What follows belongs to an exercise in optimizing a design on an open flow for small area; a production flow would make more cautious choices. The RTL was checked by simulation tests, not by an equivalence proof against the original design.

==> inputs of run a <==
Design main, start of the top module:
module main
(clk, rst, JA,Left, Right,Up, Down,  sw,led, seg, an );
input clk,rst,Up,Down,Left,Right;
input [7:0] sw;
output [7:0] JA;
output [7:0] led;
output [6:0] seg;
output [3:0] an;
wire oneHz, tick;
wire [1:0] state;
wire combo_en;
wire [2:0] mtr;             
wire is_pm;                 
wire [3:0] nextArrow, a0, a1, a2, a3;
wire correctHit, incorrectHit;
wire [2:0] multiplier;
wire [4:0] s_th, c_th;
wire [3:0] s_h, s_t, s_u, c_h, c_t, c_u;
wire right_d1, right_d2;
clock firstclock (.clk(clk), .rst(rst), .state(state), .oneHz_CLK(oneHz), .display_CLK(tick),
    .mtr(mtr), .is_pm(is_pm));
stateGenerator Findstate (.clk(clk), .rst(rst), .pauseSwitch(sw[6]), .combo(sw[7]),
    .right_d1(right_d1), .right_d2(right_d2), .output_state(state), .display_combo_en(combo_en));
random Numberrandom (.clk(clk), .rst(rst), .metronome_clk(oneHz), .metronome_prev(mtr[2]),
    .sw(sw[7:1]), .state(state), .random_arrow(nextArrow));
arrow Calarrow (.clk(clk), .rst(rst), .state(state), .shift(is_pm), .next_arrow(nextArrow),
    .arrow0(a0), .arrow1(a1), .arrow2(a2), .arrow3(a3));
collision Calmatch (.clk(clk), .rst(rst), .state(state), .metronome_clk(oneHz), .is_pm(is_pm),
    .Up(Up), .Down(Down), .Left(Left), .Right(Right), .arrow(a3),
    .right_d1(right_d1), .right_d2(right_d2),
    .correctHit(correctHit), .incorrectHit(incorrectHit));
score Findscore (.clk(clk), .rst(rst), .state(state), .correctHit(correctHit),
  ...
export LEC_CHECK = 0
export ABC_AREA = 1
export CAP_MARGIN = 0
export CORE_MARGIN = 2
export CORE_UTILIZATION = 40
export CTS_BUF_LIST = sky130_fd_sc_hd__clkbuf_8
export GPL_TIMING_DRIVEN = 0
export SLEW_MARGIN = 0
create_clock -name core_clock -period 150.0 [get_ports {clk}]
standard.sh (not shown) runs the stock make flow with config.mk's settings and CLKGATE_MAP_FILE= SYNTH_SCRIPT=/design/flow/synth_recipe.tcl, a recipe that flattens the netlist after the stock synthesis.
==> flow/flow/run.sh <==
#!/bin/bash
# Own flow: the standard synthesis, then the logic (not the flip-flops) mapped again with
# a stronger ABC area script (four random seeds, the smallest result kept), then the standard flow's
# standard layout from floorplan to finish, with the smallest buffer on each port and the
# clock tree built from clkbuf_8 without dummy loads.
set -euo pipefail
W=$PWD
R=$W/orfs/results/$FLOW_PLATFORM/main/base
YOSYS=$FLOW_HOME/../tools/install/yosys/bin/yosys
LIB=$FLOW_HOME/platforms/sky130hd/lib/sky130_fd_sc_hd__tt_025C_1v80.lib

bash standard.sh synth > synth.log 2>&1
cp "$R/1_2_yosys.v" std.v
sed "s#@LIB@#$LIB#g" flow/remap1.ys > remap1.ys
"$YOSYS" -s remap1.ys > remap1.log 2>&1

for S in 1 2 3 4; do
    sed "s#@SEED@#$S#g" flow/remap.abc > remap_$S.abc
    sed "s#@LIB@#$LIB#g; s#@WORK@#$W#g; s#@SEED@#$S#g" flow/remap2.ys > remap2_$S.ys
    ( "$YOSYS" -s remap2_$S.ys > remap2_$S.log 2>&1 || true ) &
done
wait
best=""; best_area=""
for S in 1 2 3 4; do
    [[ -s new_$S.v && -s remap_$S.stat ]] || continue
    a=$(awk '/Chip area/ {print $NF}' remap_$S.stat)
    if [[ -z "$best" ]] || awk -v a="$a" -v b="$best_area" 'BEGIN {exit !(a < b)}'; then
        best=$S; best_area=$a
    fi
done
[[ -n "$best" ]]
echo "remap: seed $best, area $best_area" > remap_choice.log
cp new_$best.v "$R/1_2_yosys.v"
rm -f "$R/1_synth.odb" "$R/1_synth.sdc"
bash standard.sh finish "SKIP_REPAIR_TIE_FANOUT=1" "BUFFER_PORTS_ARGS=-buffer_cell sky130_fd_sc_hd__buf_1" \
    "CTS_ARGS=-sink_clustering_enable -repair_clock_nets -buf_list sky130_fd_sc_hd__clkbuf_8 -dont_use_dummy_load" \
    > finish.log 2>&1
Other scripts of this flow, unchanged in this note and not shown: flow/flow/remap.abc, flow/flow/remap1.ys, flow/flow/remap2.ys
==> run b: changes against run a <==
--- a/flow/design.v
+++ b/flow/design.v
@@ -245,22 +245,23 @@
     end
 endfunction
 wire clr = state == 2'd2;
 wire hit = isHit & (state == 2'd0);
 wire combo_big = (c_th != 0) | (c_h != 0) | (c_t != 0);
 wire combo_ge3 = combo_big | (c_u >= 4'd3);
 wire combo_ge6 = combo_big | (c_u >= 4'd6);
 wire [1:0] m = (rst | isMissed | clr) ? 2'd0 : isHit ? {combo_ge6, ~combo_ge6 & combo_ge3} : mult;
-wire [16:0] s_next = dnext(s_th, s_h, s_t, uadd(s_u, hit ? m + 2'd1 : 2'd0));
-wire [16:0] c_next = dnext(c_th, c_h, c_t, dinc(c_u, hit));
+wire [16:0] sb = clr ? 17'd0 : {s_th, s_h, s_t, s_u};
+wire [16:0] cb = (clr | isMissed) ? 17'd0 : {c_th, c_h, c_t, c_u};
 always @(posedge clk) begin
     mult <= m;
-    {s_th, s_h, s_t, s_u} <= clr ? 17'd0 : s_next;
-    {c_th, c_h, c_t, c_u} <= clr ? 17'd0 : isMissed ? {16'd0, hit} : c_next;
+    {s_th, s_h, s_t, s_u} <= dnext(sb[16:12], sb[11:8], sb[7:4],
+                                   uadd(sb[3:0], hit ? m + 2'd1 : 2'd0));
+    {c_th, c_h, c_t, c_u} <= dnext(cb[16:12], cb[11:8], cb[7:4], dinc(cb[3:0], hit));
 end
 endmodule
 `timescale 1ns / 1ps
 module arrow (clk, rst, state, shift, next_arrow, arrow0, arrow1, arrow2, arrow3);
 input clk, rst, shift;
 input [1:0] state;
 input [3:0] next_arrow;
 output reg [3:0] arrow0, arrow1, arrow2, arrow3;
@@ -288,33 +289,45 @@
         PosClockReg[1] <= 1'b0;
     else if (tick)
         PosClockReg[1] <= metronome_clk;
     if (tick) begin
         PosClockReg[0] <= PosClockReg[1];
         isPosClock <= ~PosClockReg[0] & PosClockReg[1];
     end
 end
+function [4:0] enc_th;
+    input [4:0] v;
+    case (v)
+        5'd10: enc_th = 5'b11000;
+        5'd11: enc_th = 5'b10100;
+        5'd12: enc_th = 5'b10010;
+        5'd13: enc_th = 5'b10001;
+        5'd14: enc_th = 5'b11100;
+        5'd15: enc_th = 5'b11010;
+        5'd16: enc_th = 5'b11001;
+        default: enc_th = {1'b0, v[3:0]};
+    endcase
+endfunction
 reg [4:0] tmpx;
 reg [3:0] tmpy, tmpz, tmpq;
 reg ty_arrow;
 reg [1:0] DisReg;
 reg ticked;
 wire [4:0] th = combo_enable ? c_th : s_th;
 wire [3:0] h = combo_enable ? c_h : s_h;
 wire [3:0] t = combo_enable ? c_t : s_t;
 wire [3:0] u = combo_enable ? c_u : s_u;
 always @(posedge clk)
     if (rst) begin
         DisReg <= 0; ticked <= 0;
         tmpx <= 5'b10000; tmpy <= 4'b0000; tmpz <= 4'b0000; tmpq <= 4'b0000; ty_arrow <= 1'b1;
     end else if (tick) begin
         if (state == 2'd1) begin
-            tmpx <= {th[4], th[3] | th[4], th[2:1], th[0] | th[4]};
-            tmpy <= h; tmpz <= t; tmpq <= u; ty_arrow <= 1'b0;
+            tmpx <= enc_th(th); tmpy <= h; tmpz <= t; tmpq <= u; ty_arrow <= 1'b0;
         end else if (state == 2'd0 && isPosClock) begin
             tmpx <= {1'b1, a0}; tmpy <= a1; tmpz <= a2; tmpq <= a3; ty_arrow <= 1'b1;
         end
         DisReg <= DisReg + 2'd1;
         ticked <= 1;
     end
 assign an = ticked ? ~(4'b1000 >> DisReg) : 4'b1111;
 reg [4:0] num;
@@ -335,22 +348,17 @@
             4'd2: seg = 7'b0100100;
             4'd3: seg = 7'b0110000;
             4'd4: seg = 7'b0011001;
             4'd5: seg = 7'b0010010;
             4'd6: seg = 7'b0000010;
             4'd7: seg = 7'b1111000;
             4'd8: seg = 7'b0000000;
             4'd9: seg = 7'b0011000;
-            4'd10: seg = 7'b1111110;    
-            4'd11: seg = 7'b1110111;
-            4'd12: seg = 7'b1001111;
-            4'd13: seg = 7'b1111001;
-            4'd14: seg = 7'b1110110;
-            default: seg = 7'b1001110;
+            default: seg = 7'b1111111;
         endcase
 endmodule
 `timescale 1ns / 1ps
 module collision (clk, rst, state, metronome_clk, is_pm, Up, Down, Left, Right, arrow,
     right_d1, right_d2, correctHit, incorrectHit);
 input clk, rst, metronome_clk, is_pm, Up, Down, Left, Right;
 input [1:0] state;
 input [3:0] arrow;                    
@@ -387,53 +395,59 @@
                       : (play & ~metronome_clk) ? (i | any | ~c) : i;
     end
 endmodule
 module music(
     input clk,
     input rst,
     output reg speaker
 );
-reg [9:0] prescale;
-reg [11:0] tone;               
-wire wrap = prescale == 10'h200;
-wire prescale_fb = prescale[9] ^ prescale[6] ^ (prescale[8:0] == 9'd0);
-function [11:0] inc12;
-    input [11:0] x; input ci;
+function [21:0] inc22;
+    input [21:0] x;
     integer j; reg c;
     begin
-        c = ci;
-        for (j = 0; j < 12; j = j + 1) begin
-            inc12[j] = x[j] ^ c;
+        c = 1'b1;
+        for (j = 0; j < 22; j = j + 1) begin
+            inc22[j] = x[j] ^ c;
             c = c & x[j];
         end
     end
 endfunction
-always @(posedge clk) begin
-    prescale <= rst ? 10'h001 : {prescale[8:0], prescale_fb};
-    tone <= rst ? 12'd0 : inc12(tone, wrap);
-end
+function [8:0] dec9;
+    input [8:0] x;
+    integer j; reg b;
+    begin
+        b = 1'b1;
+        for (j = 0; j < 9; j = j + 1) begin
+            dec9[j] = x[j] ^ b;
+            b = b & ~x[j];
+        end
+    end
+endfunction
+reg [21:0] tone_cnt;
+always @(posedge clk)
+    tone_cnt <= rst ? 22'd1 : inc22(tone_cnt);
 wire [2:0] rom_code;
-music_ROM get_fullnote(.address(tone[11:4]), .code(rom_code));
+music_ROM get_fullnote(.address(tone_cnt[21:14]), .code(rom_code));
 reg [2:0] note_code;           
 always @(posedge clk)
     note_code <= rst ? 3'd0 : rom_code;
-wire [9:0] note_reload;
-wire [8:0] octave_reload;
-divide_by12 get_divider(.code(note_code), .note_reload(note_reload), .octave_reload(octave_reload));
-reg [9:0] counter_note;        
-reg [8:0] counter_octave;      
-wire note_zero = counter_note == 10'h02f;
-wire octave_zero = counter_octave == 9'h1c4;
+wire [8:0] clkdivider;
+wire [7:0] octave_reload;
+divide_by12 get_divider(.code(note_code), .clkdivider(clkdivider), .octave_reload(octave_reload));
+reg [8:0] counter_note;
+reg [7:0] counter_octave;
+wire note_zero = counter_note == 9'd0;
+wire octave_zero = counter_octave == 8'd0;
+wire [8:0] note_dec = dec9(counter_note);
+wire [8:0] octave_dec = dec9({1'b0, counter_octave});
 always @(posedge clk) begin
-    counter_note <= rst ? 10'h02f : note_zero ? note_reload
-                  : {counter_note[8:0], counter_note[9] ^ counter_note[6]};
-    counter_octave <= rst ? 9'h1c4 : !note_zero ? counter_octave : octave_zero ? octave_reload
-                    : {counter_octave[7:0], counter_octave[8] ^ counter_octave[4]};
-    speaker <= rst ? 1'b0 : speaker ^ (note_zero & octave_zero & (note_code != 3'd0) & (tone[3:0] != 4'd0));
+    counter_note <= rst ? 9'd0 : note_zero ? clkdivider : note_dec;
+    counter_octave <= rst ? 8'd0 : !note_zero ? counter_octave : octave_zero ? octave_reload : octave_dec[7:0];
+    speaker <= rst ? 1'b0 : speaker ^ (note_zero & octave_zero & (note_code != 3'd0) & (tone_cnt[13:10] != 4'd0));
 end
 endmodule
 module music_ROM(input [7:0] address, output reg [2:0] code);
 always @*
 case (address)
   8'd0: code = 3'd6;
   8'd1: code = 3'd6;
   8'd2: code = 3'd6;
@@ -536,22 +550,22 @@
   8'd100: code = 3'd4;
   8'd101: code = 3'd6;
   8'd102: code = 3'd6;
   default: code = 3'd0;
 endcase
 endmodule
 module divide_by12(
     input [2:0] code,
-    output reg [9:0] note_reload,
-    output reg [8:0] octave_reload
+    output reg [8:0] clkdivider,
+    output reg [7:0] octave_reload
 );
 always @*
     case (code)
-        3'd1: begin note_reload = 10'h0d3; octave_reload = 9'h01d; end    
-        3'd2: begin note_reload = 10'h063; octave_reload = 9'h01d; end    
-        3'd3: begin note_reload = 10'h358; octave_reload = 9'h09d; end    
-        3'd4: begin note_reload = 10'h0e9; octave_reload = 9'h09d; end    
-        3'd5: begin note_reload = 10'h1e8; octave_reload = 9'h09d; end    
-        3'd6: begin note_reload = 10'h052; octave_reload = 9'h09d; end    
-        default: begin note_reload = 10'h0e2; octave_reload = 9'h02d; end  
+        3'd1: begin clkdivider = 9'd303; octave_reload = 8'd127; end    
+        3'd2: begin clkdivider = 9'd270; octave_reload = 8'd127; end    
+        3'd3: begin clkdivider = 9'd482; octave_reload = 8'd63;  end    
+        3'd4: begin clkdivider = 9'd455; octave_reload = 8'd63;  end    
+        3'd5: begin clkdivider = 9'd405; octave_reload = 8'd63;  end    
+        3'd6: begin clkdivider = 9'd341; octave_reload = 8'd63;  end    
+        default: begin clkdivider = 9'd511; octave_reload = 8'd255; end  
     endcase
 endmodule
--- a/flow/flow/run.sh
+++ b/flow/flow/run.sh
@@ -27,11 +27,11 @@
     if [[ -z "$best" ]] || awk -v a="$a" -v b="$best_area" 'BEGIN {exit !(a < b)}'; then
         best=$S; best_area=$a
     fi
 done
 [[ -n "$best" ]]
 echo "remap: seed $best, area $best_area" > remap_choice.log
 cp new_$best.v "$R/1_2_yosys.v"
 rm -f "$R/1_synth.odb" "$R/1_synth.sdc"
-bash standard.sh finish "SKIP_REPAIR_TIE_FANOUT=1" "BUFFER_PORTS_ARGS=-buffer_cell sky130_fd_sc_hd__buf_1" \
+bash standard.sh finish "BUFFER_PORTS_ARGS=-buffer_cell sky130_fd_sc_hd__buf_1" \
     "CTS_ARGS=-sink_clustering_enable -repair_clock_nets -buf_list sky130_fd_sc_hd__clkbuf_8 -dont_use_dummy_load" \
     > finish.log 2>&1
CAP_MARGIN = 20   (was 0)
GPL_TIMING_DRIVEN = unset   (was 0)
SLEW_MARGIN = 20   (was 0)
==> run c: changes against run a <==
==> flow/flow/run.sh (replaced) <==
#!/bin/bash
# Own flow: the standard synthesis, then the logic (not the flip-flops) mapped again with
# a stronger ABC area script (eight random seeds, the smallest result kept), then the standard flow's
# standard layout from floorplan to finish, with the smallest buffer on each port and the
# clock tree built from clkbuf_8 without dummy loads.
set -euo pipefail
W=$PWD
R=$W/orfs/results/$FLOW_PLATFORM/main/base
YOSYS=$FLOW_HOME/../tools/install/yosys/bin/yosys
LIB=$FLOW_HOME/platforms/sky130hd/lib/sky130_fd_sc_hd__tt_025C_1v80.lib

bash standard.sh synth > synth.log 2>&1
cp "$R/1_2_yosys.v" std.v
sed "s#@LIB@#$LIB#g" flow/remap1.ys > remap1.ys
"$YOSYS" -s remap1.ys > remap1.log 2>&1

for B in 0 4; do
    for S in $((B + 1)) $((B + 2)) $((B + 3)) $((B + 4)); do
        sed "s#@SEED@#$S#g" flow/remap.abc > remap_$S.abc
        sed "s#@LIB@#$LIB#g; s#@WORK@#$W#g; s#@SEED@#$S#g" flow/remap2.ys > remap2_$S.ys
        ( "$YOSYS" -s remap2_$S.ys > remap2_$S.log 2>&1 || true ) &
    done
    wait
done
best=""; best_area=""
for S in 1 2 3 4 5 6 7 8; do
    [[ -s new_$S.v && -s remap_$S.stat ]] || continue
    a=$(awk '/Chip area/ {print $NF}' remap_$S.stat)
    if [[ -z "$best" ]] || awk -v a="$a" -v b="$best_area" 'BEGIN {exit !(a < b)}'; then
        best=$S; best_area=$a
    fi
done
[[ -n "$best" ]]
echo "remap: seed $best, area $best_area" > remap_choice.log
cp new_$best.v "$R/1_2_yosys.v"
rm -f "$R/1_synth.odb" "$R/1_synth.sdc"
bash standard.sh finish "SKIP_REPAIR_TIE_FANOUT=1" "BUFFER_PORTS_ARGS=-buffer_cell sky130_fd_sc_hd__buf_1" \
    "CTS_ARGS=-sink_clustering_enable -repair_clock_nets -buf_list sky130_fd_sc_hd__clkbuf_8 -dont_use_dummy_load" \
    > finish.log 2>&1
CAP_MARGIN = 20   (was 0)
GPL_TIMING_DRIVEN = unset   (was 0)
SLEW_MARGIN = 20   (was 0)
==> run d: changes against run a <==
CAP_MARGIN = 20   (was 0)
GPL_TIMING_DRIVEN = unset   (was 0)
SLEW_MARGIN = 20   (was 0)
==> summary of the runs <==
Run a ran to the end with no violations. Run d finished clean. Run b finished clean. Run c finished clean.
Register-to-register slack: run d is better than run c (1.4 ns).
The lowest clock skew belongs to run a, the highest to run d.
Core utilization: run c < run d < run b < run a.
Sequential share of layout area, highest first: run c, run d, run a, run b.

[separate check: timing with driven ports]
The results above use ideal ports. As a check the final layouts listed here were re-extracted and re-timed, cells and wires unchanged. Step 1 (the two cells are an assumption about what drives the block):
set clk [get_ports {clk}]
set_driving_cell -lib_cell sky130_fd_sc_hd__clkbuf_16 $clk
set_driving_cell -lib_cell sky130_fd_sc_hd__buf_2 [delete_from_list [all_inputs] $clk]
Step 2 also shifts input and output timing later by t, the mid clock arrival at the registers, as if the neighbouring blocks saw the same clock. a / b / c = no drivers / after step 1 / after step 2; a / b = the first two.
run | t (ns) | slack for setup (ns) | hold slack, ns | latest minus earliest clock arrival (ns)
run a | 0.470 | 116.681 / 116.641 / 117.111 | 0.300 / 0.300 / 0.300 | 0.032 / 0.032
run b | 0.480 | 115.711 / 115.730 / 115.251 | 0.329 / 0.329 / 0.329 | 0.031 / 0.031
run c | 0.473 | 116.594 / 116.606 / 116.133 | 0.328 / 0.328 / 0.328 | 0.032 / 0.032
run d | 0.479 | 116.672 / 116.635 / 117.114 | 0.303 / 0.303 / 0.303 | 0.037 / 0.037
After both steps setup and hold are still met in every run listed. The setup slack of run c, which loses most, moves by +0.012 ns with the drivers and by -0.461 ns with both steps.
